Background: an optimization exercise with open tools, aiming at small area, a short achievable clock period and few clock cycles. Do not read the settings as production practice. Only simulation tests tie the RTL to the original design; equivalence was not proved. Power and IR drop assume default switching activity.

==> flow/design.v (excerpt) <==
module CORDIC #(parameter integer W = 32)
(
    input wire clk,
    input wire start,
    input wire signed [31:0] x,
    input wire signed [31:0] y,
    output wire signed [W-1:0]phi,
    output wire done
);
reg [31:0] xr;
reg [31:0] yr;
reg [31:0] z;
reg [4:0] cnt;
reg dn;
reg [0:0] b27;   
reg [2:0] ff;
reg [1:0] c0;
wire d = yr[31];
wire [31:0] xs, ys, xn, yn, zn;
cordic_addsub u_addx (.a(xr), .src(yr), .s({cnt[4:1], c0[0]}), .inv(d), .ld(start), .din(x), .o(xn));
cordic_addsub u_addy (.a(yr), .src(xr), .s({cnt[4:1], ~c0[1]}), .inv(~d), .ld(start), .din(y), .o(yn));
wire [31:0] za;
cordic_ztab u_tab (.i(cnt), .d(d), .dn(dn), .o(za));
cordic_add u_addz (.a(z), .b(za), .o(zn));
wire b26 = ~d;
wire [2:0] fnext;
assign fnext[0] = z[4] & (b26 ? (~z[5] & (&z[10:6])) : (&z[10:5]));
assign fnext[1] = z[4] & (b26 ? (~z[5] & (&z[17:6])) : (&z[17:5]));
assign fnext[2] = z[4] & (b26 ? (~z[5] & (&z[24:6])) : (&z[24:5]));
cordic_fin u_fin (.a(z), .b(b27), .f(ff), .o(phi));
assign done = dn;
always @(posedge clk) begin
    xr <= xn;
    yr <= yn;
    if (start)
        z <= 32'h906dfdfb;
    else
        z <= zn;
    if (start) begin
        cnt <= 5'd0;
        dn  <= 1'b0;
        c0[0] <= 1'b0;
        c0[1] <= 1'b1;
    end else if (!dn) begin
        cnt <= cnt + 5'd1;
        dn  <= (cnt == 5'd26);
        b27 <= {~yn[31]};
        c0[0] <= ~c0[0];
        c0[1] <= ~c0[1];
        if (cnt == 5'd26) ff <= fnext;
    end
end
endmodule
For scale: roughly 2900 cells after synthesis, ~99 I/O pins.
clock: 7.5 ns
lec_check: 0
abc_area: 1
cap_margin: 20
core_margin: 2
core_utilization: 40
setup_slack_margin: 4.25
slew_margin: 20
synth_hierarchical: 1
synth_minimum_keep_size: 0
run.sh (not shown) runs the stock make flow with config.mk's settings and CLKGATE_MAP_FILE= SYNTH_SCRIPT=/design/flow/synth_recipe.tcl, a recipe that flattens the netlist after the stock synthesis.
Testbench counts at the start, summed over its fixed seeds: cycles 22,400.
Then changed:
Settings changed: SETUP_SLACK_MARGIN 4.25 to 4.1.
Outcome: Register-to-register slack degrades by 0.14 ns. Non-clock buffer count falls by 21. Sequential cell count does not change. Die area stays the same. Wire length falls by 2.8%. Design area falls by 3.1%. Total power falls by 2.8%. Synthesized cell count is unchanged. Worst setup slack degrades by 0.13 ns.

CORDIC, a different RTL version from the one above (not shown whole).
For scale: roughly 3000 cells after synthesis, ~16000 um2 of cells after synthesis.
clock: 7.5 ns
lec_check: 0
abc_area: 1
cap_margin: 20
core_margin: 2
core_utilization: 40
place_density: 0.75
setup_slack_margin: 4
slew_margin: 20
synth_hierarchical: 1
synth_minimum_keep_size: 0
The first run went through all stages and came out clean.
Testbench counts at the start, summed over its fixed seeds: cycles 22,400.
Edit:
--- a/flow/config.mk
+++ b/flow/config.mk
@@ -10,5 +10,4 @@
 export CORE_MARGIN = 2
 export CORE_UTILIZATION = 40
-export PLACE_DENSITY = 0.75
 export SETUP_SLACK_MARGIN = 4
 export SLEW_MARGIN = 20
Outcome:
- core utilization rises by 0.47 points
- synthesized cell count stays the same
- critical path depth drops by 2
- non-clock buffer count came out lower by 5
- design area came out higher slightly
- power increases slightly

RTL: one of the versions met above, not the one the previous note started from.
Size: ~2900 cells after synthesis, roughly 15000 sq um of cells after synthesis.
clock: 7.5 ns
lec_check: 0
abc_area: 1
cap_margin: 20
core_margin: 2
core_utilization: 40
setup_slack_margin: 4.2
slew_margin: 20
synth_hierarchical: 1
synth_minimum_keep_size: 0
Testbench counts at the start, summed over its fixed seeds: cycles 22,400.
==> next run, changes <==
Settings changed: SETUP_SLACK_MARGIN 4.2 to 4.3.
What happened: The new run passed the timing, DRC and antenna checks. Die area is unchanged. Area after synthesis does not change. Cell count goes up by 0.96%. Global-route usage goes up by 0.20 points. Sequential power stays flat. Worst setup slack gets better by 0.044 ns. Worst hold slack gets worse by 0.039 ns. Cell area goes up by 3.5%. Clock power goes up by about 1%.
==> next run, changes <==
Settings changed: CORE_UTILIZATION 40 to 45, SETUP_SLACK_MARGIN 4.3 to 4.
Result: Cell area decreases by a few percent. Total power shrinks by a few percent. Cell count drops by a few percent. Setup slack got worse by 0.23 ns. Utilization grows by 2.8 points. Maximum frequency goes down by a few percent. Worst hold slack improves by 0.012 ns. Routed wire length goes down by a few percent.

Setup of juniper:
Starting RTL as in the previous note.
Settings: LEC_CHECK=0, ABC_AREA=1, CAP_MARGIN=20, CORE_MARGIN=2, CORE_UTILIZATION=40, PLACE_DENSITY=0.7, SETUP_SLACK_MARGIN=4.2, SLEW_MARGIN=20, SYNTH_HIERARCHICAL=1, SYNTH_MINIMUM_KEEP_SIZE=0; clock period 7.5 ns.
juniper: PASS, flow complete, no timing, DRC or antenna violations
Testbench counts of juniper, summed over its fixed seeds: cycles 22,400.
Relative to juniper, the following input files were edited for nickel:
- a change of SETUP_SLACK_MARGIN from 4.2 to 4
- a deleted PLACE_DENSITY that had been 0.7
Re power density of the placed cells: nickel and juniper aren't equal, and the higher value belongs to nickel.
Looking at final area, nickel sits 3.7% below juniper.
Delta (nickel minus juniper): area growth from synthesis to final layout fell 4.2 points; fraction of final layout cells sized beyond drive strength 1 fell 2.6 points; first-iteration DRC count fell 321; met3 wire length fell 820 um; routed wire length rose 3.7%.
Input changes introduced in harbor (baseline for comparison: nickel):
- changing SETUP_SLACK_MARGIN from 4 to 4.15
### Flow results
Changes observed in harbor relative to nickel: total clock network power held; final cell count without fillers went up about 0.9%; global-route usage went up 0.16 points; critical path depth went down 4. The design area of harbor is higher than that of nickel. Lower cell-internal power goes to nickel over harbor.

==> static timing again, ports no longer ideal <==
The results above use ideal ports. As a check the final layouts listed here were re-extracted and re-timed, cells and wires unchanged.
Step 1 sets driving cells, clkbuf_16 on the clock port and buf_2 on the other inputs (assumed; they add their load-dependent delay and slew).
Step 2 times the ports against the registers' clock, not the clock port: input delays grow and output delays shrink by t, the midpoint of the rising clock arrivals with the driver on.
a / b / c = no drivers / after step 1 / after step 2; a / b = the first two.
run | shift t [ns] | setup slack, ns | worst setup path after step 2
the first run of note 1 | 0.440 | 4.299 / 4.248 / 3.887 | input to register
the second run of note 1 | 0.439 | 4.173 / 4.123 / 3.898 | input to register
the first run of note 2 | 0.442 | 4.122 / 4.069 / 4.149 | register to register
the second run of note 2 | 0.441 | 4.097 / 4.046 / 4.276 | register to register
the first run of note 3 | 0.442 | 4.263 / 4.208 / 3.920 | input to register
the second run of note 3 | 0.444 | 4.307 / 4.255 / 4.065 | input to register
the third run of note 3 | 0.438 | 4.079 / 4.024 / 4.206 | register to register
juniper | 0.440 | 4.140 / 4.082 / 4.353 | register to register
nickel | 0.443 | 4.078 / 4.027 / 3.904 | input to register
harbor | 0.442 | 4.187 / 4.136 / 3.924 | input to register
After both steps setup and hold are still met in every run listed. For the first run of note 1, which loses most, drivers alone change the setup slack by -0.051 ns; drivers and shift together by -0.412 ns.
